This is an optimization exercise on Yosys and OpenROAD, whose aim is small area, a short achievable clock period and few clock cycles per item, not a production implementation. Where RTL was checked, it was by simulation tests only, not by an equivalence proof against the original. The RTL of run 2 was laid out without a check of its function.

==> flow/design.v, too long to show whole: its modules and the start of the top module <==
// module calc: 7537 lines
// module calc_fa: 6 lines
// module calc_ha: 6 lines
module calc(clk,rst,A,B,C,pushA,stopA,pushB,stopB,pushC,stopC,Z,pushZ);
  // ...
==> flow/flow/run.sh <==
#!/bin/bash
# The standard layout (the standard.sh: ORFS synthesis, floorplan, placement, CTS and
# routing, unchanged) with its timing repair aiming for a setup slack of 5.5 ns.
set -euo pipefail
bash standard.sh SETUP_SLACK_MARGIN=5.5 finish > standard_make.log 2>&1
==> flow/standard.sh <==
#!/bin/bash
# synth_recipe.tcl (not shown) runs the flow's synth.tcl, then flattens the netlist and writes it again
# the make line also repeats each setting of config.mk as NAME=value (left out here)
make -C /OpenROAD-flow-scripts/flow DESIGN_CONFIG=/design/flow/config.mk WORK_HOME=/design/flow/orfs CLKGATE_MAP_FILE= SYNTH_SCRIPT=/design/flow/synth_recipe.tcl "${@:-finish}"
==> flow/config.mk <==
export PLATFORM = sky130hd
export DESIGN_NAME = calc
export DESIGN_NICKNAME = calc
export VERILOG_FILES = /design/flow/design.v
export SDC_FILE = /design/flow/constraint.sdc
export NUM_CORES = 4
export LEC_CHECK = 0
export CAP_MARGIN = 20
export CORE_MARGIN = 2
export CORE_UTILIZATION = 50
export CTS_CLUSTER_DIAMETER = 80
export CTS_CLUSTER_SIZE = 24
export SLEW_MARGIN = 20
export SYNTH_HIERARCHICAL = 1
export SYNTH_MINIMUM_KEEP_SIZE = 0
==> flow/constraint.sdc <==
create_clock -name core_clock -period 9.0 [get_ports {clk}]
set_input_delay 1.8000 -clock core_clock [delete_from_list [all_inputs] [get_ports {clk}]]
set_output_delay 1.8000 -clock core_clock [all_outputs]
set_load 0.01 [all_outputs]
==> impl_metrics.csv, run 1 <==
group,metric,value,unit
yosys,ys_seq_elements,1187,
layout,layout_common_cells,"fa_1 (1496), xnor2_1 (1042), dfxtp_1 (992)",
layout,num-nonclk-inverters,41,
die,core_area,175700,µm²
status,status,"timing/DRC/antenna clean",
grt,grt_start_max_net_pins,66,
clock_network,cts_tree,"done",
layout,seq_cell_count,1187,
critical_path,arrival,4.08,ns
critical_path,critPathLaunchType,"flop",
drt,ant_nets,0,
critical_path,cp_cell_sequence,"and2_1 > fa_1 > fa_1 > fa_1 > fa_1 > fa_1",
yosys,synth_top_family_by_area,"adder cells",
yosys,synth_area_leader_cell,"fa_1",
yosys,synthDistinctLibCells,94,
critical_path,r2r_setup_slack,5.54,ns
yosys,synth_top_area_frac,0.3394,
critical_path,cpLargestDelayFamily,"adder cells",
critical_path,slowest_delay,0.78,ns
yosys,synthAdderAreaFrac,0.3857,
min_path,hp-class,"flop to flop",
sta,drv_slew,0,
layout,clock_buffers,93,
drt,dr_wl_met3,20150,µm
drt,wl_met2,123500,µm
Testbench counts, summed over its fixed seeds: cycles 16,056, items 16,000.
==> inputs of run 2 (changes only) <==
--- a/flow/design.v
+++ b/flow/design.v
@@ -9,3 +9,3 @@
   reg [31:0] ra, rb, rc;
-  reg [7:0] valid;
+  reg [6:0] valid;
   wire [2:0] have = seen | {pushA, pushB, pushC};
@@ -21,3 +21,3 @@
       seen <= fire ? 3'b000 : have;
-      valid <= {valid[6:0], fire};
+      valid <= {valid[5:0], fire};
     end
@@ -29,4 +29,4 @@
   end
-  assign pushZ = valid[7];
-  assign Z = {p7_sum375131, p7_sum375130, p7_sum375129, p7_sum375128, p7_sum375127, p7_sum375126, p7_sum375125, p7_sum375124, p7_sum375123, p7_sum375122, p7_sum375121, p7_sum375120, p7_sum375119, p7_sum375118, p7_sum375117, p7_sum375116, p7_sum375115, p7_sum375114, p7_sum375113, p7_sum375112, p7_sum375111, p7_sum375110, p7_sum37519, p7_sum37518, p7_sum37517, p7_sum37516, p7_sum37515, p7_sum37514, p7_sum37513, p7_sum37512, p7_sum37511, p7_sum37510};
+  assign pushZ = valid[6];
+  assign Z = {p6_sum375131, p6_sum375130, p6_sum375129, p6_sum375128, p6_sum375127, p6_sum375126, p6_sum375125, p6_sum375124, p6_sum375123, p6_sum375122, p6_sum375121, p6_sum375120, p6_sum375119, p6_sum375118, p6_sum375117, p6_sum375116, p6_sum375115, p6_sum375114, p6_sum375113, p6_sum375112, p6_sum375111, p6_sum375110, p6_sum37519, p6_sum37518, p6_sum37517, p6_sum37516, p6_sum37515, p6_sum37514, p6_sum37513, p6_sum37512, p6_sum37511, p6_sum37510};
   wire w97 = p1_ra0 & p1_ra1;
@@ -89,4 +89,4 @@
   wire w154 = ra[1] & ra[29];
-  wire w155 = ra[2] & ra[3];
-  wire w156 = p1_ra2 & p1_ra4;
+  wire w155 = p1_ra2 & p1_ra3;
+  wire w156 = ra[2] & ra[4];
   wire w157 = ra[2] & ra[5];
@@ -627,5 +627,5 @@
   wire s521, c521;
-  calc_fa u521 (.a(p1_w155), .b(p1_ra3), .c(p1_s493), .s(s521), .co(c521));
+  calc_fa u521 (.a(w155), .b(p1_ra3), .c(p1_s493), .s(s521), .co(c521));
   wire s522, c522;
-  calc_fa u522 (.a(w156), .b(p1_c493), .c(p1_s494), .s(s522), .co(c522));
+  calc_fa u522 (.a(w156), .b(c493), .c(s494), .s(s522), .co(c522));
   wire s523, c523;
@@ -677,6 +677,6 @@
   wire w546 = p1_w492 ^ p1_c517 ^ p1_w518;
-  wire [31:0] sum547 = {c545, c544, c543, p1_c542, p1_c541, p1_c540, p1_c539, p1_c538, p1_c537, p1_c536, p1_c535, p1_c534, p1_c533, p1_c532, p1_c531, p1_c530, p1_c529, p1_c528, p1_c527, p1_c526, p1_c525, p1_c524, p1_c523, c522, c521, c520, c519, p1_ra2, w98, w97, 1'b0, p1_ra0} +
-      {w546, s545, s544, s543, p1_s542, p1_s541, p1_s540, p1_s539, p1_s538, p1_s537, p1_s536, p1_s535, p1_s534, p1_s533, p1_s532, p1_s531, p1_s530, p1_s529, p1_s528, p1_s527, p1_s526, p1_s525, p1_s524, p1_s523, s522, s521, s520, s519, 1'b0, p1_ra1, 1'b0, 1'b0};
-  wire w548 = p3_sum5470 & p3_sum5471;
-  wire w549 = p3_sum5470 & p3_sum5472;
+  wire [31:0] sum547 = {c545, c544, c543, p1_c542, p1_c541, p1_c540, p1_c539, p1_c538, p1_c537, p1_c536, p1_c535, p1_c534, p1_c533, p1_c532, p1_c531, p1_c530, p1_c529, p1_c528, p1_c527, p1_c526, p1_c525, p1_c524, p1_c523, p1_c522, c521, c520, c519, p1_ra2, w98, w97, 1'b0, p1_ra0} +
+      {w546, s545, s544, s543, p1_s542, p1_s541, p1_s540, p1_s539, p1_s538, p1_s537, p1_s536, p1_s535, p1_s534, p1_s533, p1_s532, p1_s531, p1_s530, p1_s529, p1_s528, p1_s527, p1_s526, p1_s525, p1_s524, p1_s523, p1_s522, s521, s520, s519, 1'b0, p1_ra1, 1'b0, 1'b0};
+  wire w548 = p2_sum5470 & p2_sum5471;
+  wire w549 = p2_sum5470 & p2_sum5472;
   wire w550 = p2_sum5470 & p2_sum5473;
@@ -1326,7 +1326,7 @@
   wire s998, c998;
-  calc_ha u998 (.a(w548), .b(p3_sum5471), .s(s998), .co(c998));
+  calc_ha u998 (.a(w548), .b(p2_sum5471), .s(s998), .co(c998));
   wire s999, c999;
-  calc_ha u999 (.a(w549), .b(p3_rc3), .s(s999), .co(c999));
+  calc_ha u999 (.a(w549), .b(p2_rc3), .s(s999), .co(c999));
   wire s1000, c1000;
-  calc_fa u1000 (.a(p3_sum5472), .b(p3_rc4), .c(p3_s970), .s(s1000), .co(c1000));
+  calc_fa u1000 (.a(p2_sum5472), .b(p2_rc4), .c(s970), .s(s1000), .co(c1000));
   wire s1001, c1001;
@@ -1384,4 +1384,4 @@
   wire w1027 = p3_w969 ^ p3_c996 ^ p3_w997;
-  wire [31:0] sum1028 = {c1026, c1025, c1024, c1023, c1022, p3_c1021, p3_c1020, p3_c1019, p3_c1018, p3_c1017, p3_c1016, p3_c1015, p3_c1014, p3_c1013, p3_c1012, p3_c1011, p3_c1010, p3_c1009, p3_c1008, p3_c1007, p3_c1006, p3_c1005, p3_c1004, p3_c1003, p3_c1002, p3_c1001, c1000, c999, c998, p3_rc2, p3_rc1, p3_sum5470} +
-      {w1027, s1026, s1025, s1024, s1023, s1022, p3_s1021, p3_s1020, p3_s1019, p3_s1018, p3_s1017, p3_s1016, p3_s1015, p3_s1014, p3_s1013, p3_s1012, p3_s1011, p3_s1010, p3_s1009, p3_s1008, p3_s1007, p3_s1006, p3_s1005, p3_s1004, p3_s1003, p3_s1002, p3_s1001, s1000, s999, s998, 1'b0, p3_rc0};
+  wire [31:0] sum1028 = {c1026, c1025, c1024, c1023, c1022, p3_c1021, p3_c1020, p3_c1019, p3_c1018, p3_c1017, p3_c1016, p3_c1015, p3_c1014, p3_c1013, p3_c1012, p3_c1011, p3_c1010, p3_c1009, p3_c1008, p3_c1007, p3_c1006, p3_c1005, p3_c1004, p3_c1003, p3_c1002, p3_c1001, p3_c1000, p3_c999, p3_c998, p3_rc2, p3_rc1, p3_sum5470} +
+      {w1027, s1026, s1025, s1024, s1023, s1022, p3_s1021, p3_s1020, p3_s1019, p3_s1018, p3_s1017, p3_s1016, p3_s1015, p3_s1014, p3_s1013, p3_s1012, p3_s1011, p3_s1010, p3_s1009, p3_s1008, p3_s1007, p3_s1006, p3_s1005, p3_s1004, p3_s1003, p3_s1002, p3_s1001, p3_s1000, p3_s999, p3_s998, 1'b0, p3_rc0};
   wire w1029 = p2_rb0 & p2_rb1;
@@ -2155,3 +2155,3 @@
   wire w1541 = p1_rc1 & ~p1_rc0;
-  wire w1542 = (p2_rc0 & p2_sum5470) ^ p2_rc1;
+  wire w1542 = (p3_rc0 & p3_sum5470) ^ p3_rc1;
   wire w1543 = ((p2_rc0 & p2_sum5471) | (p2_w1541 & p2_sum5470)) ^ p2_rc1;
@@ -2439,10 +2439,10 @@
   wire w1825 = ((p2_w1816 & p2_sum5477) | (p2_w1817 & p2_sum5476)) ^ p2_rc25;
-  wire w1826 = p1_rc26 ^ p1_rc25;
+  wire w1826 = p2_rc26 ^ p2_rc25;
   wire w1827 = (p2_rc27 & ~p2_rc26 & ~p2_rc25) | (~p2_rc27 & p2_rc26 & p2_rc25);
-  wire w1828 = (p2_w1826 & p2_sum5470) ^ p2_rc27;
-  wire w1829 = ((p2_w1826 & p2_sum5471) | (w1827 & p2_sum5470)) ^ p2_rc27;
-  wire w1830 = ((p2_w1826 & p2_sum5472) | (w1827 & p2_sum5471)) ^ p2_rc27;
-  wire w1831 = ((p2_w1826 & p2_sum5473) | (w1827 & p2_sum5472)) ^ p2_rc27;
-  wire w1832 = ((p2_w1826 & p2_sum5474) | (w1827 & p2_sum5473)) ^ p2_rc27;
-  wire w1833 = ((p2_w1826 & p2_sum5475) | (w1827 & p2_sum5474)) ^ p2_rc27;
+  wire w1828 = (w1826 & p2_sum5470) ^ p2_rc27;
+  wire w1829 = ((w1826 & p2_sum5471) | (w1827 & p2_sum5470)) ^ p2_rc27;
+  wire w1830 = ((w1826 & p2_sum5472) | (w1827 & p2_sum5471)) ^ p2_rc27;
+  wire w1831 = ((w1826 & p2_sum5473) | (w1827 & p2_sum5472)) ^ p2_rc27;
+  wire w1832 = ((w1826 & p2_sum5474) | (w1827 & p2_sum5473)) ^ p2_rc27;
+  wire w1833 = ((w1826 & p2_sum5475) | (w1827 & p2_sum5474)) ^ p2_rc27;
   wire w1834 = p2_rc28 ^ p2_rc27;
@@ -2670,3 +2670,3 @@
   wire s1955, c1955;
-  calc_ha u1955 (.a(c1515), .b(s1516), .s(s1955), .co(c1955));
+  calc_ha u1955 (.a(p2_c1515), .b(p2_s1516), .s(s1955), .co(c1955));
   wire s1956, c1956;
@@ -2827,3 +2827,3 @@
   wire s2035, c2035;
-  calc_fa u2035 (.a(w1639), .b(c1954), .c(p2_s1955), .s(s2035), .co(c2035));
+  calc_fa u2035 (.a(w1639), .b(c1954), .c(s1955), .s(s2035), .co(c2035));
   wire s2036, c2036;
@@ -2831,3 +2831,3 @@
   wire s2037, c2037;
-  calc_fa u2037 (.a(p2_c1955), .b(s1956), .c(s1957), .s(s2037), .co(c2037));
+  calc_fa u2037 (.a(c1955), .b(s1956), .c(s1957), .s(s2037), .co(c2037));
   wire s2038, c2038;
@@ -2986,3 +2986,3 @@
   wire s2116, c2116;
-  calc_ha u2116 (.a(p3_w1542), .b(p3_rc1), .s(s2116), .co(c2116));
+  calc_ha u2116 (.a(w1542), .b(p3_rc1), .s(s2116), .co(c2116));
   wire s2117, c2117;
@@ -3108,4 +3108,4 @@
   wire w2206 = p2_rc1 & p2_rc29;
-  wire w2207 = p2_rc2 & p2_rc3;
-  wire w2208 = p2_rc2 & p2_rc4;
+  wire w2207 = p3_rc2 & p3_rc3;
+  wire w2208 = p3_rc2 & p3_rc4;
   wire w2209 = p2_rc2 & p2_rc5;
@@ -3646,5 +3646,5 @@
   wire s2573, c2573;
-  calc_fa u2573 (.a(p3_w2207), .b(p3_rc3), .c(p3_s2545), .s(s2573), .co(c2573));
+  calc_fa u2573 (.a(w2207), .b(p3_rc3), .c(p3_s2545), .s(s2573), .co(c2573));
   wire s2574, c2574;
-  calc_fa u2574 (.a(w2208), .b(c2545), .c(s2546), .s(s2574), .co(c2574));
+  calc_fa u2574 (.a(w2208), .b(p3_c2545), .c(p3_s2546), .s(s2574), .co(c2574));
   wire s2575, c2575;
@@ -3696,4 +3696,4 @@
   wire w2598 = p3_w2544 ^ p3_c2569 ^ p3_w2570;
-  wire [31:0] sum2599 = {c2597, c2596, c2595, p3_c2594, p3_c2593, p3_c2592, p3_c2591, p3_c2590, p3_c2589, p3_c2588, p3_c2587, p3_c2586, p3_c2585, p3_c2584, p3_c2583, p3_c2582, p3_c2581, p3_c2580, p3_c2579, p3_c2578, p3_c2577, p3_c2576, p3_c2575, p3_c2574, c2573, c2572, c2571, p3_rc2, w2150, w2149, 1'b0, p3_rc0} +
-      {w2598, s2597, s2596, s2595, p3_s2594, p3_s2593, p3_s2592, p3_s2591, p3_s2590, p3_s2589, p3_s2588, p3_s2587, p3_s2586, p3_s2585, p3_s2584, p3_s2583, p3_s2582, p3_s2581, p3_s2580, p3_s2579, p3_s2578, p3_s2577, p3_s2576, p3_s2575, p3_s2574, s2573, s2572, s2571, 1'b0, p3_rc1, 1'b0, 1'b0};
+  wire [31:0] sum2599 = {c2597, c2596, c2595, p3_c2594, p3_c2593, p3_c2592, p3_c2591, p3_c2590, p3_c2589, p3_c2588, p3_c2587, p3_c2586, p3_c2585, p3_c2584, p3_c2583, p3_c2582, p3_c2581, p3_c2580, p3_c2579, p3_c2578, p3_c2577, p3_c2576, p3_c2575, c2574, c2573, c2572, c2571, p3_rc2, w2150, w2149, 1'b0, p3_rc0} +
+      {w2598, s2597, s2596, s2595, p3_s2594, p3_s2593, p3_s2592, p3_s2591, p3_s2590, p3_s2589, p3_s2588, p3_s2587, p3_s2586, p3_s2585, p3_s2584, p3_s2583, p3_s2582, p3_s2581, p3_s2580, p3_s2579, p3_s2578, p3_s2577, p3_s2576, p3_s2575, s2574, s2573, s2572, s2571, 1'b0, p3_rc1, 1'b0, 1'b0};
   wire w2600 = p3_ra1 & ~p3_ra0;
@@ -3715,3 +3715,3 @@
   wire w2616 = ((p4_ra0 & p4_sum102815) | (p4_w2600 & p4_sum102814)) ^ p4_ra1;
-  wire w2617 = ((p4_ra0 & p4_sum102816) | (p4_w2600 & p4_sum102815)) ^ p4_ra1;
+  wire w2617 = ((p3_ra0 & sum1028[16]) | (w2600 & sum1028[15])) ^ p3_ra1;
   wire w2618 = ((p4_ra0 & p4_sum102817) | (p4_w2600 & p4_sum102816)) ^ p4_ra1;
@@ -3725,6 +3725,6 @@
   wire w2626 = ((p4_ra0 & p4_sum102825) | (p4_w2600 & p4_sum102824)) ^ p4_ra1;
-  wire w2627 = ((p4_ra0 & p4_sum102826) | (p4_w2600 & p4_sum102825)) ^ p4_ra1;
-  wire w2628 = ((p4_ra0 & p4_sum102827) | (p4_w2600 & p4_sum102826)) ^ p4_ra1;
-  wire w2629 = ((p4_ra0 & p4_sum102828) | (p4_w2600 & p4_sum102827)) ^ p4_ra1;
-  wire w2630 = ((p4_ra0 & p4_sum102829) | (p4_w2600 & p4_sum102828)) ^ p4_ra1;
+  wire w2627 = ((p3_ra0 & sum1028[26]) | (w2600 & sum1028[25])) ^ p3_ra1;
+  wire w2628 = ((p3_ra0 & sum1028[27]) | (w2600 & sum1028[26])) ^ p3_ra1;
+  wire w2629 = ((p3_ra0 & sum1028[28]) | (w2600 & sum1028[27])) ^ p3_ra1;
+  wire w2630 = ((p3_ra0 & sum1028[29]) | (w2600 & sum1028[28])) ^ p3_ra1;
   wire w2631 = ((p4_ra0 & p4_sum102830) | (p4_w2600 & p4_sum102829)) ^ p4_ra1;
@@ -3747,3 +3747,3 @@
   wire w2648 = ((p4_w2633 & p4_sum102813) | (p4_w2634 & p4_sum102812)) ^ p4_ra3;
-  wire w2649 = ((p4_w2633 & p4_sum102814) | (p4_w2634 & p4_sum102813)) ^ p4_ra3;
+  wire w2649 = ((w2633 & sum1028[14]) | (w2634 & sum1028[13])) ^ p3_ra3;
   wire w2650 = ((p4_w2633 & p4_sum102815) | (p4_w2634 & p4_sum102814)) ^ p4_ra3;
@@ -3757,6 +3757,6 @@
   wire w2658 = ((p4_w2633 & p4_sum102823) | (p4_w2634 & p4_sum102822)) ^ p4_ra3;
-  wire w2659 = ((p4_w2633 & p4_sum102824) | (p4_w2634 & p4_sum102823)) ^ p4_ra3;
-  wire w2660 = ((p4_w2633 & p4_sum102825) | (p4_w2634 & p4_sum102824)) ^ p4_ra3;
-  wire w2661 = ((p4_w2633 & p4_sum102826) | (p4_w2634 & p4_sum102825)) ^ p4_ra3;
-  wire w2662 = ((p4_w2633 & p4_sum102827) | (p4_w2634 & p4_sum102826)) ^ p4_ra3;
+  wire w2659 = ((w2633 & sum1028[24]) | (w2634 & sum1028[23])) ^ p3_ra3;
+  wire w2660 = ((w2633 & sum1028[25]) | (w2634 & sum1028[24])) ^ p3_ra3;
+  wire w2661 = ((w2633 & sum1028[26]) | (w2634 & sum1028[25])) ^ p3_ra3;
+  wire w2662 = ((w2633 & sum1028[27]) | (w2634 & sum1028[26])) ^ p3_ra3;
   wire w2663 = ((p4_w2633 & p4_sum102828) | (p4_w2634 & p4_sum102827)) ^ p4_ra3;
@@ -3789,4 +3789,4 @@
   wire w2690 = ((p4_w2665 & p4_sum102823) | (p4_w2666 & p4_sum102822)) ^ p4_ra5;
-  wire w2691 = ((p4_w2665 & p4_sum102824) | (p4_w2666 & p4_sum102823)) ^ p4_ra5;
-  wire w2692 = ((p4_w2665 & p4_sum102825) | (p4_w2666 & p4_sum102824)) ^ p4_ra5;
+  wire w2691 = ((w2665 & sum1028[24]) | (w2666 & sum1028[23])) ^ p3_ra5;
+  wire w2692 = ((w2665 & sum1028[25]) | (w2666 & sum1028[24])) ^ p3_ra5;
   wire w2693 = ((p4_w2665 & p4_sum102826) | (p4_w2666 & p4_sum102825)) ^ p4_ra5;
@@ -3817,4 +3817,4 @@
   wire w2718 = ((p4_w2695 & p4_sum102821) | (p4_w2696 & p4_sum102820)) ^ p4_ra7;
-  wire w2719 = ((p4_w2695 & p4_sum102822) | (p4_w2696 & p4_sum102821)) ^ p4_ra7;
-  wire w2720 = ((p4_w2695 & p4_sum102823) | (p4_w2696 & p4_sum102822)) ^ p4_ra7;
+  wire w2719 = ((w2695 & sum1028[22]) | (w2696 & sum1028[21])) ^ p3_ra7;
+  wire w2720 = ((w2695 & sum1028[23]) | (w2696 & sum1028[22])) ^ p3_ra7;
   wire w2721 = ((p4_w2695 & p4_sum102824) | (p4_w2696 & p4_sum102823)) ^ p4_ra7;
@@ -3843,4 +3843,4 @@
   wire w2744 = ((p4_w2723 & p4_sum102819) | (p4_w2724 & p4_sum102818)) ^ p4_ra9;
-  wire w2745 = ((p4_w2723 & p4_sum102820) | (p4_w2724 & p4_sum102819)) ^ p4_ra9;
-  wire w2746 = ((p4_w2723 & p4_sum102821) | (p4_w2724 & p4_sum102820)) ^ p4_ra9;
+  wire w2745 = ((w2723 & sum1028[20]) | (w2724 & sum1028[19])) ^ p3_ra9;
+  wire w2746 = ((w2723 & sum1028[21]) | (w2724 & sum1028[20])) ^ p3_ra9;
   wire w2747 = ((p4_w2723 & p4_sum102822) | (p4_w2724 & p4_sum102821)) ^ p4_ra9;
@@ -3867,4 +3867,4 @@
   wire w2768 = ((p4_w2749 & p4_sum102817) | (p4_w2750 & p4_sum102816)) ^ p4_ra11;
-  wire w2769 = ((p4_w2749 & p4_sum102818) | (p4_w2750 & p4_sum102817)) ^ p4_ra11;
-  wire w2770 = ((p4_w2749 & p4_sum102819) | (p4_w2750 & p4_sum102818)) ^ p4_ra11;
+  wire w2769 = ((w2749 & sum1028[18]) | (w2750 & sum1028[17])) ^ p3_ra11;
+  wire w2770 = ((w2749 & sum1028[19]) | (w2750 & sum1028[18])) ^ p3_ra11;
   wire w2771 = ((p4_w2749 & p4_sum102820) | (p4_w2750 & p4_sum102819)) ^ p4_ra11;
@@ -3889,4 +3889,4 @@
   wire w2790 = ((p4_w2773 & p4_sum102815) | (p4_w2774 & p4_sum102814)) ^ p4_ra13;
-  wire w2791 = ((p4_w2773 & p4_sum102816) | (p4_w2774 & p4_sum102815)) ^ p4_ra13;
-  wire w2792 = ((p4_w2773 & p4_sum102817) | (p4_w2774 & p4_sum102816)) ^ p4_ra13;
+  wire w2791 = ((w2773 & sum1028[16]) | (w2774 & sum1028[15])) ^ p3_ra13;
+  wire w2792 = ((w2773 & sum1028[17]) | (w2774 & sum1028[16])) ^ p3_ra13;
   wire w2793 = ((p4_w2773 & p4_sum102818) | (p4_w2774 & p4_sum102817)) ^ p4_ra13;
@@ -4276,20 +4276,20 @@
   wire w3177 = ((p4_w3166 & p4_sum21489) | (p4_w3167 & p4_sum21488)) ^ p4_rb23;
-  wire w3178 = p4_rb24 ^ p4_rb23;
-  wire w3179 = (p4_rb25 & ~p4_rb24 & ~p4_rb23) | (~p4_rb25 & p4_rb24 & p4_rb23);
-  wire w3180 = (w3178 & p4_sum21480) ^ p4_rb25;
-  wire w3181 = ((w3178 & p4_sum21481) | (w3179 & p4_sum21480)) ^ p4_rb25;
-  wire w3182 = ((w3178 & p4_sum21482) | (w3179 & p4_sum21481)) ^ p4_rb25;
-  wire w3183 = ((w3178 & p4_sum21483) | (w3179 & p4_sum21482)) ^ p4_rb25;
-  wire w3184 = ((w3178 & p4_sum21484) | (w3179 & p4_sum21483)) ^ p4_rb25;
-  wire w3185 = ((w3178 & p4_sum21485) | (w3179 & p4_sum21484)) ^ p4_rb25;
-  wire w3186 = ((w3178 & p4_sum21486) | (w3179 & p4_sum21485)) ^ p4_rb25;
-  wire w3187 = ((w3178 & p4_sum21487) | (w3179 & p4_sum21486)) ^ p4_rb25;
-  wire w3188 = p4_rb26 ^ p4_rb25;
-  wire w3189 = (p4_rb27 & ~p4_rb26 & ~p4_rb25) | (~p4_rb27 & p4_rb26 & p4_rb25);
-  wire w3190 = (w3188 & p4_sum21480) ^ p4_rb27;
-  wire w3191 = ((w3188 & p4_sum21481) | (w3189 & p4_sum21480)) ^ p4_rb27;
-  wire w3192 = ((w3188 & p4_sum21482) | (w3189 & p4_sum21481)) ^ p4_rb27;
-  wire w3193 = ((w3188 & p4_sum21483) | (w3189 & p4_sum21482)) ^ p4_rb27;
-  wire w3194 = ((w3188 & p4_sum21484) | (w3189 & p4_sum21483)) ^ p4_rb27;
-  wire w3195 = ((w3188 & p4_sum21485) | (w3189 & p4_sum21484)) ^ p4_rb27;
+  wire w3178 = p3_rb24 ^ p3_rb23;
+  wire w3179 = (p3_rb25 & ~p3_rb24 & ~p3_rb23) | (~p3_rb25 & p3_rb24 & p3_rb23);
+  wire w3180 = (p4_w3178 & p4_sum21480) ^ p4_rb25;
+  wire w3181 = ((p4_w3178 & p4_sum21481) | (p4_w3179 & p4_sum21480)) ^ p4_rb25;
+  wire w3182 = ((p4_w3178 & p4_sum21482) | (p4_w3179 & p4_sum21481)) ^ p4_rb25;
+  wire w3183 = ((p4_w3178 & p4_sum21483) | (p4_w3179 & p4_sum21482)) ^ p4_rb25;
+  wire w3184 = ((p4_w3178 & p4_sum21484) | (p4_w3179 & p4_sum21483)) ^ p4_rb25;
+  wire w3185 = ((p4_w3178 & p4_sum21485) | (p4_w3179 & p4_sum21484)) ^ p4_rb25;
+  wire w3186 = ((p4_w3178 & p4_sum21486) | (p4_w3179 & p4_sum21485)) ^ p4_rb25;
+  wire w3187 = ((p4_w3178 & p4_sum21487) | (p4_w3179 & p4_sum21486)) ^ p4_rb25;
+  wire w3188 = p3_rb26 ^ p3_rb25;
+  wire w3189 = (p3_rb27 & ~p3_rb26 & ~p3_rb25) | (~p3_rb27 & p3_rb26 & p3_rb25);
+  wire w3190 = (p4_w3188 & p4_sum21480) ^ p4_rb27;
+  wire w3191 = ((p4_w3188 & p4_sum21481) | (p4_w3189 & p4_sum21480)) ^ p4_rb27;
+  wire w3192 = ((p4_w3188 & p4_sum21482) | (p4_w3189 & p4_sum21481)) ^ p4_rb27;
+  wire w3193 = ((p4_w3188 & p4_sum21483) | (p4_w3189 & p4_sum21482)) ^ p4_rb27;
+  wire w3194 = ((p4_w3188 & p4_sum21484) | (p4_w3189 & p4_sum21483)) ^ p4_rb27;
+  wire w3195 = ((p4_w3188 & p4_sum21485) | (p4_w3189 & p4_sum21484)) ^ p4_rb27;
   wire w3196 = p4_rb28 ^ p4_rb27;
@@ -4307,3 +4307,3 @@
   wire s3207, c3207;
-  calc_fa u3207 (.a(p4_sum259926), .b(w2627), .c(w2659), .s(s3207), .co(c3207));
+  calc_fa u3207 (.a(p4_sum259926), .b(p4_w2627), .c(p4_w2659), .s(s3207), .co(c3207));
   wire s3208, c3208;
@@ -4311,3 +4311,3 @@
   wire s3209, c3209;
-  calc_fa u3209 (.a(p4_sum259927), .b(w2628), .c(w2660), .s(s3209), .co(c3209));
+  calc_fa u3209 (.a(p4_sum259927), .b(p4_w2628), .c(p4_w2660), .s(s3209), .co(c3209));
   wire s3210, c3210;
@@ -4315,7 +4315,7 @@
   wire s3211, c3211;
-  calc_fa u3211 (.a(p4_sum259928), .b(w2629), .c(w2661), .s(s3211), .co(c3211));
+  calc_fa u3211 (.a(p4_sum259928), .b(p4_w2629), .c(p4_w2661), .s(s3211), .co(c3211));
   wire s3212, c3212;
-  calc_fa u3212 (.a(w2691), .b(w2719), .c(w2745), .s(s3212), .co(c3212));
+  calc_fa u3212 (.a(p4_w2691), .b(p4_w2719), .c(p4_w2745), .s(s3212), .co(c3212));
   wire s3213, c3213;
-  calc_fa u3213 (.a(w2769), .b(w2791), .c(w2811), .s(s3213), .co(c3213));
+  calc_fa u3213 (.a(p4_w2769), .b(p4_w2791), .c(w2811), .s(s3213), .co(c3213));
   wire s3214, c3214;
@@ -4323,7 +4323,7 @@
   wire s3215, c3215;
-  calc_fa u3215 (.a(p4_sum259929), .b(w2630), .c(w2662), .s(s3215), .co(c3215));
+  calc_fa u3215 (.a(p4_sum259929), .b(p4_w2630), .c(p4_w2662), .s(s3215), .co(c3215));
   wire s3216, c3216;
-  calc_fa u3216 (.a(w2692), .b(w2720), .c(w2746), .s(s3216), .co(c3216));
+  calc_fa u3216 (.a(p4_w2692), .b(p4_w2720), .c(p4_w2746), .s(s3216), .co(c3216));
   wire s3217, c3217;
-  calc_fa u3217 (.a(w2770), .b(w2792), .c(w2812), .s(s3217), .co(c3217));
+  calc_fa u3217 (.a(p4_w2770), .b(p4_w2792), .c(w2812), .s(s3217), .co(c3217));
   wire s3218, c3218;
@@ -4349,3 +4349,3 @@
   wire s3231, c3231;
-  calc_fa u3231 (.a(p4_sum259916), .b(w2617), .c(w2649), .s(s3231), .co(c3231));
+  calc_fa u3231 (.a(p4_sum259916), .b(p4_w2617), .c(p4_w2649), .s(s3231), .co(c3231));
   wire s3232, c3232;
@@ -5096,3 +5096,3 @@
   wire s3614, c3614;
-  calc_fa u3614 (.a(p5_s3525), .b(p5_s3526), .c(p5_s3527), .s(s3614), .co(c3614));
+  calc_fa u3614 (.a(s3525), .b(s3526), .c(s3527), .s(s3614), .co(c3614));
   wire s3615, c3615;
@@ -5100,19 +5100,19 @@
   wire s3616, c3616;
-  calc_fa u3616 (.a(p5_c3526), .b(p5_c3527), .c(p5_s3528), .s(s3616), .co(c3616));
+  calc_fa u3616 (.a(c3526), .b(c3527), .c(s3528), .s(s3616), .co(c3616));
   wire s3617, c3617;
-  calc_fa u3617 (.a(p5_s3529), .b(p5_s3530), .c(p5_s3531), .s(s3617), .co(c3617));
+  calc_fa u3617 (.a(s3529), .b(s3530), .c(s3531), .s(s3617), .co(c3617));
   wire s3618, c3618;
-  calc_fa u3618 (.a(p5_s3435), .b(p5_c3528), .c(p5_c3529), .s(s3618), .co(c3618));
+  calc_fa u3618 (.a(s3435), .b(c3528), .c(c3529), .s(s3618), .co(c3618));
   wire s3619, c3619;
-  calc_fa u3619 (.a(p5_c3530), .b(p5_c3531), .c(p5_s3532), .s(s3619), .co(c3619));
+  calc_fa u3619 (.a(c3530), .b(c3531), .c(s3532), .s(s3619), .co(c3619));
   wire s3620, c3620;
-  calc_fa u3620 (.a(p5_s3533), .b(p5_s3534), .c(p5_s3535), .s(s3620), .co(c3620));
+  calc_fa u3620 (.a(s3533), .b(s3534), .c(s3535), .s(s3620), .co(c3620));
   wire s3621, c3621;
-  calc_fa u3621 (.a(p5_s3441), .b(p5_c3532), .c(p5_c3533), .s(s3621), .co(c3621));
+  calc_fa u3621 (.a(s3441), .b(c3532), .c(c3533), .s(s3621), .co(c3621));
   wire s3622, c3622;
-  calc_fa u3622 (.a(p5_c3534), .b(p5_c3535), .c(p5_s3536), .s(s3622), .co(c3622));
+  calc_fa u3622 (.a(c3534), .b(c3535), .c(s3536), .s(s3622), .co(c3622));
   wire s3623, c3623;
-  calc_fa u3623 (.a(p5_s3537), .b(p5_s3538), .c(p5_s3539), .s(s3623), .co(c3623));
-  wire w3624 = p5_w3447 ^ p5_c3536 ^ p5_c3537;
-  wire w3625 = p5_c3538 ^ p5_c3539 ^ p5_w3540;
+  calc_fa u3623 (.a(s3537), .b(s3538), .c(s3539), .s(s3623), .co(c3623));
+  wire w3624 = w3447 ^ c3536 ^ c3537;
+  wire w3625 = c3538 ^ c3539 ^ w3540;
   wire w3626 = p5_w3541 ^ p5_w3542 ^ p5_w3543;
@@ -5185,5 +5185,5 @@
   wire s3660, c3660;
-  calc_fa u3660 (.a(p5_s3585), .b(p5_s3586), .c(p5_s3587), .s(s3660), .co(c3660));
+  calc_fa u3660 (.a(s3585), .b(s3586), .c(s3587), .s(s3660), .co(c3660));
   wire s3661, c3661;
-  calc_fa u3661 (.a(p5_c3585), .b(p5_c3586), .c(p5_c3587), .s(s3661), .co(c3661));
+  calc_fa u3661 (.a(c3585), .b(c3586), .c(c3587), .s(s3661), .co(c3661));
   wire s3662, c3662;
@@ -5221,17 +5221,17 @@
   wire s3678, c3678;
-  calc_fa u3678 (.a(p5_s3612), .b(p5_s3613), .c(s3614), .s(s3678), .co(c3678));
+  calc_fa u3678 (.a(p5_s3612), .b(p5_s3613), .c(p5_s3614), .s(s3678), .co(c3678));
   wire s3679, c3679;
-  calc_fa u3679 (.a(p5_c3612), .b(p5_c3613), .c(c3614), .s(s3679), .co(c3679));
+  calc_fa u3679 (.a(p5_c3612), .b(p5_c3613), .c(p5_c3614), .s(s3679), .co(c3679));
   wire s3680, c3680;
-  calc_fa u3680 (.a(p5_s3615), .b(s3616), .c(s3617), .s(s3680), .co(c3680));
+  calc_fa u3680 (.a(p5_s3615), .b(p5_s3616), .c(p5_s3617), .s(s3680), .co(c3680));
   wire s3681, c3681;
-  calc_fa u3681 (.a(p5_c3615), .b(c3616), .c(c3617), .s(s3681), .co(c3681));
+  calc_fa u3681 (.a(p5_c3615), .b(p5_c3616), .c(p5_c3617), .s(s3681), .co(c3681));
   wire s3682, c3682;
-  calc_fa u3682 (.a(s3618), .b(s3619), .c(s3620), .s(s3682), .co(c3682));
+  calc_fa u3682 (.a(p5_s3618), .b(p5_s3619), .c(p5_s3620), .s(s3682), .co(c3682));
   wire s3683, c3683;
-  calc_fa u3683 (.a(c3618), .b(c3619), .c(c3620), .s(s3683), .co(c3683));
+  calc_fa u3683 (.a(p5_c3618), .b(p5_c3619), .c(p5_c3620), .s(s3683), .co(c3683));
   wire s3684, c3684;
-  calc_fa u3684 (.a(s3621), .b(s3622), .c(s3623), .s(s3684), .co(c3684));
-  wire w3685 = c3621 ^ c3622 ^ c3623;
-  wire w3686 = w3624 ^ w3625 ^ w3626;
+  calc_fa u3684 (.a(p5_s3621), .b(p5_s3622), .c(p5_s3623), .s(s3684), .co(c3684));
+  wire w3685 = p5_c3621 ^ p5_c3622 ^ p5_c3623;
+  wire w3686 = p5_w3624 ^ p5_w3625 ^ w3626;
   wire s3687, c3687;
@@ -5275,5 +5275,5 @@
   wire s3706, c3706;
-  calc_fa u3706 (.a(p5_c3659), .b(c3660), .c(s3661), .s(s3706), .co(c3706));
+  calc_fa u3706 (.a(p5_c3659), .b(p5_c3660), .c(p5_s3661), .s(s3706), .co(c3706));
   wire s3707, c3707;
-  calc_fa u3707 (.a(c3661), .b(c3662), .c(s3663), .s(s3707), .co(c3707));
+  calc_fa u3707 (.a(p5_c3661), .b(c3662), .c(s3663), .s(s3707), .co(c3707));
   wire s3708, c3708;
@@ -5336,3 +5336,3 @@
   wire s3737, c3737;
-  calc_fa u3737 (.a(s3660), .b(c3704), .c(s3705), .s(s3737), .co(c3737));
+  calc_fa u3737 (.a(p5_s3660), .b(c3704), .c(s3705), .s(s3737), .co(c3737));
   wire s3738, c3738;
@@ -5362,4 +5362,4 @@
   wire w3750 = w3686 ^ c3717 ^ w3718;
-  wire [31:0] sum3751 = {p6_c3749, p6_c3748, p6_c3747, p6_c3746, p6_c3745, p6_c3744, p6_c3743, p6_c3742, p6_c3741, p6_c3740, p6_c3739, p6_c3738, p6_c3737, p6_c3736, p6_c3735, p6_c3734, p6_c3733, p6_c3732, p6_c3731, p6_c3730, p6_c3729, p6_c3728, p6_c3727, p6_c3726, p6_c3725, p6_c3724, p6_c3723, p6_c3722, p6_c3721, p6_c3720, p6_c3719, p6_s3687} +
-      {p6_w3750, p6_s3749, p6_s3748, p6_s3747, p6_s3746, p6_s3745, p6_s3744, p6_s3743, p6_s3742, p6_s3741, p6_s3740, p6_s3739, p6_s3738, p6_s3737, p6_s3736, p6_s3735, p6_s3734, p6_s3733, p6_s3732, p6_s3731, p6_s3730, p6_s3729, p6_s3728, p6_s3727, p6_s3726, p6_s3725, p6_s3724, p6_s3723, p6_s3722, p6_s3721, p6_s3720, p6_s3719};
+  wire [31:0] sum3751 = {c3749, c3748, c3747, c3746, c3745, c3744, c3743, c3742, c3741, c3740, c3739, c3738, c3737, c3736, c3735, c3734, c3733, c3732, c3731, c3730, c3729, c3728, c3727, p5_c3726, p5_c3725, p5_c3724, p5_c3723, p5_c3722, p5_c3721, p5_c3720, p5_c3719, p5_s3687} +
+      {w3750, s3749, s3748, s3747, s3746, s3745, s3744, s3743, s3742, s3741, s3740, s3739, s3738, s3737, s3736, s3735, s3734, s3733, s3732, s3731, s3730, s3729, s3728, s3727, p5_s3726, p5_s3725, p5_s3724, p5_s3723, p5_s3722, p5_s3721, p5_s3720, p5_s3719};
   reg p1_ra0;
@@ -5567,3 +5567,2 @@
   reg p3_rb24;
-  reg p4_rb24;
   reg p1_rb25;
@@ -5575,3 +5574,2 @@
   reg p3_rb26;
-  reg p4_rb26;
   reg p1_rb27;
@@ -5665,3 +5663,2 @@
   reg p2_rc31;
-  reg p1_w155;
   reg p1_s486;
@@ -5671,4 +5668,2 @@
   reg p1_s493;
-  reg p1_c493;
-  reg p1_s494;
   reg p1_c514;
@@ -5681,2 +5676,4 @@
   reg p1_w518;
+  reg p1_s522;
+  reg p1_c522;
   reg p1_s523;
@@ -5724,5 +5721,3 @@
   reg p2_sum5471;
-  reg p3_sum5471;
   reg p2_sum5472;
-  reg p3_sum5472;
   reg p2_sum5473;
@@ -5762,3 +5757,2 @@
   reg p3_w969;
-  reg p3_s970;
   reg p3_c991;
@@ -5775,2 +5769,8 @@
   reg p3_w997;
+  reg p3_s998;
+  reg p3_c998;
+  reg p3_s999;
+  reg p3_c999;
+  reg p3_s1000;
+  reg p3_c1000;
   reg p3_s1001;
@@ -5877,2 +5877,4 @@
   reg p2_s1515;
+  reg p2_c1515;
+  reg p2_s1516;
   reg p2_c1516;
@@ -5911,3 +5913,2 @@
   reg p2_w1541;
-  reg p3_w1542;
   reg p2_w1574;
@@ -5936,5 +5937,2 @@
   reg p2_w1817;
-  reg p2_w1826;
-  reg p2_s1955;
-  reg p2_c1955;
   reg p3_s2051;
@@ -6061,3 +6059,2 @@
   reg p4_sum214831;
-  reg p3_w2207;
   reg p3_s2538;
@@ -6067,2 +6064,4 @@
   reg p3_s2545;
+  reg p3_c2545;
+  reg p3_s2546;
   reg p3_c2566;
@@ -6075,4 +6074,2 @@
   reg p3_w2570;
-  reg p3_s2574;
-  reg p3_c2574;
   reg p3_s2575;
@@ -6150,14 +6147,34 @@
   reg p4_w2600;
+  reg p4_w2617;
+  reg p4_w2627;
+  reg p4_w2628;
+  reg p4_w2629;
+  reg p4_w2630;
   reg p4_w2633;
   reg p4_w2634;
+  reg p4_w2649;
+  reg p4_w2659;
+  reg p4_w2660;
+  reg p4_w2661;
+  reg p4_w2662;
   reg p4_w2665;
   reg p4_w2666;
+  reg p4_w2691;
+  reg p4_w2692;
   reg p4_w2695;
   reg p4_w2696;
+  reg p4_w2719;
+  reg p4_w2720;
   reg p4_w2723;
   reg p4_w2724;
+  reg p4_w2745;
+  reg p4_w2746;
   reg p4_w2749;
   reg p4_w2750;
+  reg p4_w2769;
+  reg p4_w2770;
   reg p4_w2773;
   reg p4_w2774;
+  reg p4_w2791;
+  reg p4_w2792;
   reg p4_w2795;
@@ -6199,35 +6216,6 @@
   reg p4_w3167;
-  reg p5_s3435;
-  reg p5_s3441;
-  reg p5_w3447;
-  reg p5_s3525;
-  reg p5_s3526;
-  reg p5_c3526;
-  reg p5_s3527;
-  reg p5_c3527;
-  reg p5_s3528;
-  reg p5_c3528;
-  reg p5_s3529;
-  reg p5_c3529;
-  reg p5_s3530;
-  reg p5_c3530;
-  reg p5_s3531;
-  reg p5_c3531;
-  reg p5_s3532;
-  reg p5_c3532;
-  reg p5_s3533;
-  reg p5_c3533;
-  reg p5_s3534;
-  reg p5_c3534;
-  reg p5_s3535;
-  reg p5_c3535;
-  reg p5_s3536;
-  reg p5_c3536;
-  reg p5_s3537;
-  reg p5_c3537;
-  reg p5_s3538;
-  reg p5_c3538;
-  reg p5_s3539;
-  reg p5_c3539;
-  reg p5_w3540;
+  reg p4_w3178;
+  reg p4_w3179;
+  reg p4_w3188;
+  reg p4_w3189;
   reg p5_w3541;
@@ -6235,8 +6223,2 @@
   reg p5_w3543;
-  reg p5_s3585;
-  reg p5_c3585;
-  reg p5_s3586;
-  reg p5_c3586;
-  reg p5_s3587;
-  reg p5_c3587;
   reg p5_s3588;
@@ -6293,4 +6275,24 @@
   reg p5_c3613;
+  reg p5_s3614;
+  reg p5_c3614;
   reg p5_s3615;
   reg p5_c3615;
+  reg p5_s3616;
+  reg p5_c3616;
+  reg p5_s3617;
+  reg p5_c3617;
+  reg p5_s3618;
+  reg p5_c3618;
+  reg p5_s3619;
+  reg p5_c3619;
+  reg p5_s3620;
+  reg p5_c3620;
+  reg p5_s3621;
+  reg p5_c3621;
+  reg p5_s3622;
+  reg p5_c3622;
+  reg p5_s3623;
+  reg p5_c3623;
+  reg p5_w3624;
+  reg p5_w3625;
   reg p5_s3640;
@@ -6327,4 +6329,7 @@
   reg p5_c3659;
+  reg p5_s3660;
+  reg p5_c3660;
+  reg p5_s3661;
+  reg p5_c3661;
   reg p5_s3687;
-  reg p6_s3687;
   reg p5_c3694;
@@ -6339,112 +6344,49 @@
   reg p5_s3719;
-  reg p6_s3719;
   reg p5_c3719;
-  reg p6_c3719;
   reg p5_s3720;
-  reg p6_s3720;
   reg p5_c3720;
-  reg p6_c3720;
   reg p5_s3721;
-  reg p6_s3721;
   reg p5_c3721;
-  reg p6_c3721;
   reg p5_s3722;
-  reg p6_s3722;
   reg p5_c3722;
-  reg p6_c3722;
   reg p5_s3723;
-  reg p6_s3723;
   reg p5_c3723;
-  reg p6_c3723;
   reg p5_s3724;
-  reg p6_s3724;
   reg p5_c3724;
-  reg p6_c3724;
   reg p5_s3725;
-  reg p6_s3725;
   reg p5_c3725;
-  reg p6_c3725;
   reg p5_s3726;
-  reg p6_s3726;
   reg p5_c3726;
-  reg p6_c3726;
-  reg p6_s3727;
-  reg p6_c3727;
-  reg p6_s3728;
-  reg p6_c3728;
-  reg p6_s3729;
-  reg p6_c3729;
-  reg p6_s3730;
-  reg p6_c3730;
-  reg p6_s3731;
-  reg p6_c3731;
-  reg p6_s3732;
-  reg p6_c3732;
-  reg p6_s3733;
-  reg p6_c3733;
-  reg p6_s3734;
-  reg p6_c3734;
-  reg p6_s3735;
-  reg p6_c3735;
-  reg p6_s3736;
-  reg p6_c3736;
-  reg p6_s3737;
-  reg p6_c3737;
-  reg p6_s3738;
-  reg p6_c3738;
-  reg p6_s3739;
-  reg p6_c3739;
-  reg p6_s3740;
-  reg p6_c3740;
-  reg p6_s3741;
-  reg p6_c3741;
-  reg p6_s3742;
-  reg p6_c3742;
-  reg p6_s3743;
-  reg p6_c3743;
-  reg p6_s3744;
-  reg p6_c3744;
-  reg p6_s3745;
-  reg p6_c3745;
-  reg p6_s3746;
-  reg p6_c3746;
-  reg p6_s3747;
-  reg p6_c3747;
-  reg p6_s3748;
-  reg p6_c3748;
-  reg p6_s3749;
-  reg p6_c3749;
-  reg p6_w3750;
-  reg p7_sum37510;
-  reg p7_sum37511;
-  reg p7_sum37512;
-  reg p7_sum37513;
-  reg p7_sum37514;
-  reg p7_sum37515;
-  reg p7_sum37516;
-  reg p7_sum37517;
-  reg p7_sum37518;
-  reg p7_sum37519;
-  reg p7_sum375110;
-  reg p7_sum375111;
-  reg p7_sum375112;
-  reg p7_sum375113;
-  reg p7_sum375114;
-  reg p7_sum375115;
-  reg p7_sum375116;
-  reg p7_sum375117;
-  reg p7_sum375118;
-  reg p7_sum375119;
-  reg p7_sum375120;
-  reg p7_sum375121;
-  reg p7_sum375122;
-  reg p7_sum375123;
-  reg p7_sum375124;
-  reg p7_sum375125;
-  reg p7_sum375126;
-  reg p7_sum375127;
-  reg p7_sum375128;
-  reg p7_sum375129;
-  reg p7_sum375130;
-  reg p7_sum375131;
+  reg p6_sum37510;
+  reg p6_sum37511;
+  reg p6_sum37512;
+  reg p6_sum37513;
+  reg p6_sum37514;
+  reg p6_sum37515;
+  reg p6_sum37516;
+  reg p6_sum37517;
+  reg p6_sum37518;
+  reg p6_sum37519;
+  reg p6_sum375110;
+  reg p6_sum375111;
+  reg p6_sum375112;
+  reg p6_sum375113;
+  reg p6_sum375114;
+  reg p6_sum375115;
+  reg p6_sum375116;
+  reg p6_sum375117;
+  reg p6_sum375118;
+  reg p6_sum375119;
+  reg p6_sum375120;
+  reg p6_sum375121;
+  reg p6_sum375122;
+  reg p6_sum375123;
+  reg p6_sum375124;
+  reg p6_sum375125;
+  reg p6_sum375126;
+  reg p6_sum375127;
+  reg p6_sum375128;
+  reg p6_sum375129;
+  reg p6_sum375130;
+  reg p6_sum375131;
   always @(posedge clk) begin
@@ -6653,3 +6595,2 @@
     p3_rb24 <= p2_rb24;
-    p4_rb24 <= p3_rb24;
     p1_rb25 <= rb[25];
@@ -6661,3 +6602,2 @@
     p3_rb26 <= p2_rb26;
-    p4_rb26 <= p3_rb26;
     p1_rb27 <= rb[27];
@@ -6751,3 +6691,2 @@
     p2_rc31 <= p1_rc31;
-    p1_w155 <= w155;
     p1_s486 <= s486;
@@ -6757,4 +6696,2 @@
     p1_s493 <= s493;
-    p1_c493 <= c493;
-    p1_s494 <= s494;
     p1_c514 <= c514;
@@ -6767,2 +6704,4 @@
     p1_w518 <= w518;
+    p1_s522 <= s522;
+    p1_c522 <= c522;
     p1_s523 <= s523;
@@ -6810,5 +6749,3 @@
     p2_sum5471 <= sum547[1];
-    p3_sum5471 <= p2_sum5471;
     p2_sum5472 <= sum547[2];
-    p3_sum5472 <= p2_sum5472;
     p2_sum5473 <= sum547[3];
@@ -6848,3 +6785,2 @@
     p3_w969 <= w969;
-    p3_s970 <= s970;
     p3_c991 <= c991;
@@ -6861,2 +6797,8 @@
     p3_w997 <= w997;
+    p3_s998 <= s998;
+    p3_c998 <= c998;
+    p3_s999 <= s999;
+    p3_c999 <= c999;
+    p3_s1000 <= s1000;
+    p3_c1000 <= c1000;
     p3_s1001 <= s1001;
@@ -6963,2 +6905,4 @@
     p2_s1515 <= s1515;
+    p2_c1515 <= c1515;
+    p2_s1516 <= s1516;
     p2_c1516 <= c1516;
@@ -6997,3 +6941,2 @@
     p2_w1541 <= w1541;
-    p3_w1542 <= w1542;
     p2_w1574 <= w1574;
@@ -7022,5 +6965,2 @@
     p2_w1817 <= w1817;
-    p2_w1826 <= w1826;
-    p2_s1955 <= s1955;
-    p2_c1955 <= c1955;
     p3_s2051 <= s2051;
@@ -7147,3 +7087,2 @@
     p4_sum214831 <= sum2148[31];
-    p3_w2207 <= w2207;
     p3_s2538 <= s2538;
@@ -7153,2 +7092,4 @@
     p3_s2545 <= s2545;
+    p3_c2545 <= c2545;
+    p3_s2546 <= s2546;
     p3_c2566 <= c2566;
@@ -7161,4 +7102,2 @@
     p3_w2570 <= w2570;
-    p3_s2574 <= s2574;
-    p3_c2574 <= c2574;
     p3_s2575 <= s2575;
@@ -7236,14 +7175,34 @@
     p4_w2600 <= w2600;
+    p4_w2617 <= w2617;
+    p4_w2627 <= w2627;
+    p4_w2628 <= w2628;
+    p4_w2629 <= w2629;
+    p4_w2630 <= w2630;
     p4_w2633 <= w2633;
     p4_w2634 <= w2634;
+    p4_w2649 <= w2649;
+    p4_w2659 <= w2659;
+    p4_w2660 <= w2660;
+    p4_w2661 <= w2661;
+    p4_w2662 <= w2662;
     p4_w2665 <= w2665;
     p4_w2666 <= w2666;
+    p4_w2691 <= w2691;
+    p4_w2692 <= w2692;
     p4_w2695 <= w2695;
     p4_w2696 <= w2696;
+    p4_w2719 <= w2719;
+    p4_w2720 <= w2720;
     p4_w2723 <= w2723;
     p4_w2724 <= w2724;
+    p4_w2745 <= w2745;
+    p4_w2746 <= w2746;
     p4_w2749 <= w2749;
     p4_w2750 <= w2750;
+    p4_w2769 <= w2769;
+    p4_w2770 <= w2770;
     p4_w2773 <= w2773;
     p4_w2774 <= w2774;
+    p4_w2791 <= w2791;
+    p4_w2792 <= w2792;
     p4_w2795 <= w2795;
@@ -7285,35 +7244,6 @@
     p4_w3167 <= w3167;
-    p5_s3435 <= s3435;
-    p5_s3441 <= s3441;
-    p5_w3447 <= w3447;
-    p5_s3525 <= s3525;
-    p5_s3526 <= s3526;
-    p5_c3526 <= c3526;
-    p5_s3527 <= s3527;
-    p5_c3527 <= c3527;
-    p5_s3528 <= s3528;
-    p5_c3528 <= c3528;
-    p5_s3529 <= s3529;
-    p5_c3529 <= c3529;
-    p5_s3530 <= s3530;
-    p5_c3530 <= c3530;
-    p5_s3531 <= s3531;
-    p5_c3531 <= c3531;
-    p5_s3532 <= s3532;
-    p5_c3532 <= c3532;
-    p5_s3533 <= s3533;
-    p5_c3533 <= c3533;
-    p5_s3534 <= s3534;
-    p5_c3534 <= c3534;
-    p5_s3535 <= s3535;
-    p5_c3535 <= c3535;
-    p5_s3536 <= s3536;
-    p5_c3536 <= c3536;
-    p5_s3537 <= s3537;
-    p5_c3537 <= c3537;
-    p5_s3538 <= s3538;
-    p5_c3538 <= c3538;
-    p5_s3539 <= s3539;
-    p5_c3539 <= c3539;
-    p5_w3540 <= w3540;
+    p4_w3178 <= w3178;
+    p4_w3179 <= w3179;
+    p4_w3188 <= w3188;
+    p4_w3189 <= w3189;
     p5_w3541 <= w3541;
@@ -7321,8 +7251,2 @@
     p5_w3543 <= w3543;
-    p5_s3585 <= s3585;
-    p5_c3585 <= c3585;
-    p5_s3586 <= s3586;
-    p5_c3586 <= c3586;
-    p5_s3587 <= s3587;
-    p5_c3587 <= c3587;
     p5_s3588 <= s3588;
@@ -7379,4 +7303,24 @@
     p5_c3613 <= c3613;
+    p5_s3614 <= s3614;
+    p5_c3614 <= c3614;
     p5_s3615 <= s3615;
     p5_c3615 <= c3615;
+    p5_s3616 <= s3616;
+    p5_c3616 <= c3616;
+    p5_s3617 <= s3617;
+    p5_c3617 <= c3617;
+    p5_s3618 <= s3618;
+    p5_c3618 <= c3618;
+    p5_s3619 <= s3619;
+    p5_c3619 <= c3619;
+    p5_s3620 <= s3620;
+    p5_c3620 <= c3620;
+    p5_s3621 <= s3621;
+    p5_c3621 <= c3621;
+    p5_s3622 <= s3622;
+    p5_c3622 <= c3622;
+    p5_s3623 <= s3623;
+    p5_c3623 <= c3623;
+    p5_w3624 <= w3624;
+    p5_w3625 <= w3625;
     p5_s3640 <= s3640;
@@ -7413,4 +7357,7 @@
     p5_c3659 <= c3659;
+    p5_s3660 <= s3660;
+    p5_c3660 <= c3660;
+    p5_s3661 <= s3661;
+    p5_c3661 <= c3661;
     p5_s3687 <= s3687;
-    p6_s3687 <= p5_s3687;
     p5_c3694 <= c3694;
@@ -7425,112 +7372,49 @@
     p5_s3719 <= s3719;
-    p6_s3719 <= p5_s3719;
     p5_c3719 <= c3719;
-    p6_c3719 <= p5_c3719;
     p5_s3720 <= s3720;
-    p6_s3720 <= p5_s3720;
     p5_c3720 <= c3720;
-    p6_c3720 <= p5_c3720;
     p5_s3721 <= s3721;
-    p6_s3721 <= p5_s3721;
     p5_c3721 <= c3721;
-    p6_c3721 <= p5_c3721;
     p5_s3722 <= s3722;
-    p6_s3722 <= p5_s3722;
     p5_c3722 <= c3722;
-    p6_c3722 <= p5_c3722;
     p5_s3723 <= s3723;
-    p6_s3723 <= p5_s3723;
     p5_c3723 <= c3723;
-    p6_c3723 <= p5_c3723;
     p5_s3724 <= s3724;
-    p6_s3724 <= p5_s3724;
     p5_c3724 <= c3724;
-    p6_c3724 <= p5_c3724;
     p5_s3725 <= s3725;
-    p6_s3725 <= p5_s3725;
     p5_c3725 <= c3725;
-    p6_c3725 <= p5_c3725;
     p5_s3726 <= s3726;
-    p6_s3726 <= p5_s3726;
     p5_c3726 <= c3726;
-    p6_c3726 <= p5_c3726;
-    p6_s3727 <= s3727;
-    p6_c3727 <= c3727;
-    p6_s3728 <= s3728;
-    p6_c3728 <= c3728;
-    p6_s3729 <= s3729;
-    p6_c3729 <= c3729;
-    p6_s3730 <= s3730;
-    p6_c3730 <= c3730;
-    p6_s3731 <= s3731;
-    p6_c3731 <= c3731;
-    p6_s3732 <= s3732;
-    p6_c3732 <= c3732;
-    p6_s3733 <= s3733;
-    p6_c3733 <= c3733;
-    p6_s3734 <= s3734;
-    p6_c3734 <= c3734;
-    p6_s3735 <= s3735;
-    p6_c3735 <= c3735;
-    p6_s3736 <= s3736;
-    p6_c3736 <= c3736;
-    p6_s3737 <= s3737;
-    p6_c3737 <= c3737;
-    p6_s3738 <= s3738;
-    p6_c3738 <= c3738;
-    p6_s3739 <= s3739;
-    p6_c3739 <= c3739;
-    p6_s3740 <= s3740;
-    p6_c3740 <= c3740;
-    p6_s3741 <= s3741;
-    p6_c3741 <= c3741;
-    p6_s3742 <= s3742;
-    p6_c3742 <= c3742;
-    p6_s3743 <= s3743;
-    p6_c3743 <= c3743;
-    p6_s3744 <= s3744;
-    p6_c3744 <= c3744;
-    p6_s3745 <= s3745;
-    p6_c3745 <= c3745;
-    p6_s3746 <= s3746;
-    p6_c3746 <= c3746;
-    p6_s3747 <= s3747;
-    p6_c3747 <= c3747;
-    p6_s3748 <= s3748;
-    p6_c3748 <= c3748;
-    p6_s3749 <= s3749;
-    p6_c3749 <= c3749;
-    p6_w3750 <= w3750;
-    p7_sum37510 <= sum3751[0];
-    p7_sum37511 <= sum3751[1];
-    p7_sum37512 <= sum3751[2];
-    p7_sum37513 <= sum3751[3];
-    p7_sum37514 <= sum3751[4];
-    p7_sum37515 <= sum3751[5];
-    p7_sum37516 <= sum3751[6];
-    p7_sum37517 <= sum3751[7];
-    p7_sum37518 <= sum3751[8];
-    p7_sum37519 <= sum3751[9];
-    p7_sum375110 <= sum3751[10];
-    p7_sum375111 <= sum3751[11];
-    p7_sum375112 <= sum3751[12];
-    p7_sum375113 <= sum3751[13];
-    p7_sum375114 <= sum3751[14];
-    p7_sum375115 <= sum3751[15];
-    p7_sum375116 <= sum3751[16];
-    p7_sum375117 <= sum3751[17];
-    p7_sum375118 <= sum3751[18];
-    p7_sum375119 <= sum3751[19];
-    p7_sum375120 <= sum3751[20];
-    p7_sum375121 <= sum3751[21];
-    p7_sum375122 <= sum3751[22];
-    p7_sum375123 <= sum3751[23];
-    p7_sum375124 <= sum3751[24];
-    p7_sum375125 <= sum3751[25];
-    p7_sum375126 <= sum3751[26];
-    p7_sum375127 <= sum3751[27];
-    p7_sum375128 <= sum3751[28];
-    p7_sum375129 <= sum3751[29];
-    p7_sum375130 <= sum3751[30];
-    p7_sum375131 <= sum3751[31];
+    p6_sum37510 <= sum3751[0];
+    p6_sum37511 <= sum3751[1];
+    p6_sum37512 <= sum3751[2];
+    p6_sum37513 <= sum3751[3];
+    p6_sum37514 <= sum3751[4];
+    p6_sum37515 <= sum3751[5];
+    p6_sum37516 <= sum3751[6];
+    p6_sum37517 <= sum3751[7];
+    p6_sum37518 <= sum3751[8];
+    p6_sum37519 <= sum3751[9];
+    p6_sum375110 <= sum3751[10];
+    p6_sum375111 <= sum3751[11];
+    p6_sum375112 <= sum3751[12];
+    p6_sum375113 <= sum3751[13];
+    p6_sum375114 <= sum3751[14];
+    p6_sum375115 <= sum3751[15];
+    p6_sum375116 <= sum3751[16];
+    p6_sum375117 <= sum3751[17];
+    p6_sum375118 <= sum3751[18];
+    p6_sum375119 <= sum3751[19];
+    p6_sum375120 <= sum3751[20];
+    p6_sum375121 <= sum3751[21];
+    p6_sum375122 <= sum3751[22];
+    p6_sum375123 <= sum3751[23];
+    p6_sum375124 <= sum3751[24];
+    p6_sum375125 <= sum3751[25];
+    p6_sum375126 <= sum3751[26];
+    p6_sum375127 <= sum3751[27];
+    p6_sum375128 <= sum3751[28];
+    p6_sum375129 <= sum3751[29];
+    p6_sum375130 <= sum3751[30];
+    p6_sum375131 <= sum3751[31];
   end
--- a/flow/config.mk
+++ b/flow/config.mk
@@ -9,3 +9,3 @@
 export CORE_MARGIN = 2
-export CORE_UTILIZATION = 50
+export CORE_UTILIZATION = 55
 export CTS_CLUSTER_DIAMETER = 80
==> impl_metrics.csv, run 2 <==
group,metric,value,unit
drt,via_count,59040,
yosys,syn_area,87710,µm²
clock_network,htreeDepth,3,
critical_path,path_depth,13,
critical_path,slowest_stage,"fa_1",
yosys,synth_top_area_frac,0.3417,
critical_path,rr_endpoint,"p6_sum375129",
layout,syn_to_final_growth,10.16,%
yosys,ys_seq_area_frac,0.2692,
sta,final_hold_viol_count,0,
clock_network,cts_tree,"done",
sta,fin_setup_tns,0,ns
sta,drv_slew,0,
grt,grt_first_pass_wirelength,413300,µm
layout,layout_commonest_cell,"fa_1",
min_path,hp-class,"flop to flop",
sta,tightest_slew,0.9579,ns
yosys,yosys_warnings,7,
critical_path,reg2reg_depth,13,
clock_network,cts_buffers,81,
critical_path,arrival,4.38,ns
drt,route.detailed.drc,0,
placement,hpwl,197800,µm
sta,rsz0062_at_grt,"true",
yosys,yosys-top-cells-count,"fa_1 (1497), xnor2_1 (1049), dfxtp_1 (1023), and2_1 (880), a22oi_1 (711)",
layout,nFillCells,12900,
critical_path,critPathLaunchType,"flop",
grt,track_usage,0.3452,
placement,port_buffers,136,
critical_path,critical_path.startpoint,"p5_c3590",
critical_path,cp.buffers_inverters,0,
critical_path,worstSetupPathType,"flop to flop",
drt,routed_via_density,6.150,
yosys,synth_area_leader_cell,"fa_1",
yosys,async_flop_share,0.008857,
critical_path,cpLargestDelayFamily,"adder cells",
drt,drt_wl_total,284000,µm
drt,wl_per_cell,29.59,µm
yosys,synthCells,7522,
grt,antenna_found_initial,7,
die,dieArea,162700,µm²
yosys,synthDistinctLibCells,83,
yosys,ys_top_cells_by_area,"fa_1 (34%), dfxtp_1 (23%), xnor2_1 (10%), and2_1 (6.3%), a22oi_1 (6.1%)",
clock_network,root_buffer,"clkbuf_16",
yosys,synth-edff-count,96,
critical_path,crit_path_end,"p6_sum375129",
yosys,synthMostInstantiatedCell,"fa_1",
critical_path,reg2reg_from,"p5_c3590",
sta,slew-limit-headroom,0.3568,
placement,pre_cts_ws,4.828,ns
layout,layout_common_cells,"fa_1 (1483), xnor2_1 (1037), dfxtp_1 (887)",
grt,grt_start_max_net_pins,61,
sta,setup_ws,5.251,ns
layout,nets,9387,
die,chipHeight,403.3,µm
drt,first_pass_iters,9,
die,start_util,0.5538,
die,rows,146,
critical_path,slowest_delay,0.56,ns
critical_path,worstPathRequired,9.63,ns
yosys,synth_ff_type,"dfxtp_1",
job,maxCapViolations,0,
layout,largest_registers,"ra (32), rb (32), rc (32)",
sta,fin_crit_sh,0.4165,
layout,drive_above_1_share,0.09476,
critical_path,cp_max_fo,2,
sta,whs,0.3178,ns
yosys,ys_seq_elements,1129,
drt,ant_nets,0,
placement,gp_congestion,0.9568,
critical_path,cp_cell_sequence,"fa_1 > fa_1 > fa_1 > ha_4 > a21o_1 > a21o_1 > or3_4 > o21ai_4 > nand2_2 > o211a_1 > o21a_1 > nor2_2 > xnor2_1",
critical_path,crit_path_end_kind,"flop",
clock_network,clk_pin_slew,0.09,ns
die,core_area,158400,µm²
grt,first_global_vias,63010,
critical_path,crit_top_cell,"fa_1",
clock_network,clkSinkCount,1129,
sta,setup_viol,0,
clock_network,clock_tree.buffer_depth,3,
die,die_w,403.3,µm
sta,clock_skew,0.04957,ns
grt,overflow,0,
yosys,syn_avg_cell_area,11.66,µm²
status,status,"timing/DRC/antenna clean",
critical_path,r2r_setup_slack,5.25,ns
clock_network,clock_latency,0.74,ns
drt,drt_iter0_drc,6015,
sta,fmax,266.7,MHz
sta,fin_crit,3.749,ns
die,ios,137,
[run 2: cell types whose count changed after synthesis, sizes merged, moves of 7 or more]
| cell | previous run | this run |
|---|---|---|
| a31oi | 9 | 17 |
| dfxtp | 1080 | 1023 |
| nand2 | 217 | 259 |
| o211ai | 6 | 14 |
| a221oi | 20 | 10 |
| clkbuf | 448 | 473 |
| maj3 | 0 | 14 |
| xor2 | 135 | 121 |
| a22oi | 722 | 711 |
| o21ai | 84 | 135 |
| buf | 149 | 128 |
| nor2 | 94 | 139 |
| o21a | 12 | 19 |
[run 2: worst register-to-register path, delay by kind of cell (launching register included)]
family | cells | cell delay [ns]
adders and majority gates | 4 | 1.76
AOI/OAI and AO/OA | 5 | 0.89
and+or+nand+nor | 3 | 0.57
DFF | 1 | 0.33
xor gates and xnor gates | 1 | 0.12
[run 2: repair_timing]
action | CTS | global route
resized for setup | 216 | 275
hold buffers | 0 | 0
setup buffers | 49 | 83
pin swaps | 32 | 81
gates cloned | 2 | 13
endpoints found under the setup margin | 295 | 115
[run 2: through the flow]
| stage | instance area [µm²] | std cells | util |
|---|---|---|---|
| 6_report | 96620 | 9599 | 0.6101 |
| 3_5_place_dp | 90570 | 9304 | 0.5719 |
| 2_1_floorplan | 87900 | 7551 | - |
| 5_1_grt | 96620 | 9597 | 0.6100 |
| 4_1_cts | 94610 | 9500 | 0.5974 |
| 3_3_place_gp | 90570 | 9304 | 0.5719 |
[run 2: area by class of cell]
type	instances	area [µm²]	share of cell area
diodes	3	7.507	0.00007770
clock buffers	92	2111	0.02185
clock inverters	53	740.7	0.007666
inverters	47	176.4	0.001826
multi-input cells	5774	62350	0.6453
flip-flops and latches	1129	23960	0.2480
well taps	2072	2592	0.02683
repair buffers	429	4686	0.04850
[run 2: how the worst min path moves through the flow]
stage             from  endpoint  slack (ns)  depth (start not counted)
4_1_cts         p2_ra7    p3_ra7        0.32                          0
3_5_place_dp   p2_ra16   p3_ra16        0.31                          0
2_1_floorplan  p1_rb31   p2_rb31        0.31                          0
5_1_grt         p2_rb4    p3_rb4        0.33                          0
6_report        p2_rb4    p3_rb4        0.32                          0
3_3_place_gp   p1_rb31   p2_rb31        0.31                          0
[run 2: kinds of logic after synthesis]
group | Yosys count | synth area share
buffers and inverters | 648 | 0.02910
flip-flops | 1129 | 0.2692
XOR/XNOR | 1170 | 0.1169
AO/OA/AOI/OAI | 1227 | 0.09846
adder cells (fa/ha/maj) | 1838 | 0.3899
other | 1 | 0.00004275
multiplexers | 3 | 0.0003566
AND/OR/NAND/NOR | 1506 | 0.09600
[run 2: modules after synthesis, one instance, submodules excluded]
module | flip-flops and latches | cell area [µm²]
calc_fa | 0 | 20.02
calc_ha | 0 | 12.51
calc | 1129 | 55560
[run 2: metal layers]
layer  global-route usage  wire [µm]
met5                    0         28
met3              0.05986      23360
met4               0.1906      18570
met1               0.4446     109400
met2               0.5560     132700

[separate check: timing with driven ports]
How much do the figures lean on ideal ports? The routed layouts below were timed once more, with nothing changed but the port constraints. Step 1: set_driving_cell puts a clkbuf_16 on clk and a buf_2 on each other input, an assumption about the parent block. Step 2 moves the port delays by t, midway between the first and last clock arrival at a register: inputs arrive t later, outputs are due t later. That takes back most of the time a late clock gives input paths. Three values: ideal, step 1, step 2; two values: the first two.
run	t, ns	slack for setup (ns)	hold slack, ns
run 1	0.824	5.537 / 5.512 / 5.537	0.330 / 0.330 / 0.330
run 2	0.801	5.251 / 5.251 / 5.251	0.318 / 0.318 / 0.318
After both steps setup and hold are still met in every run listed.
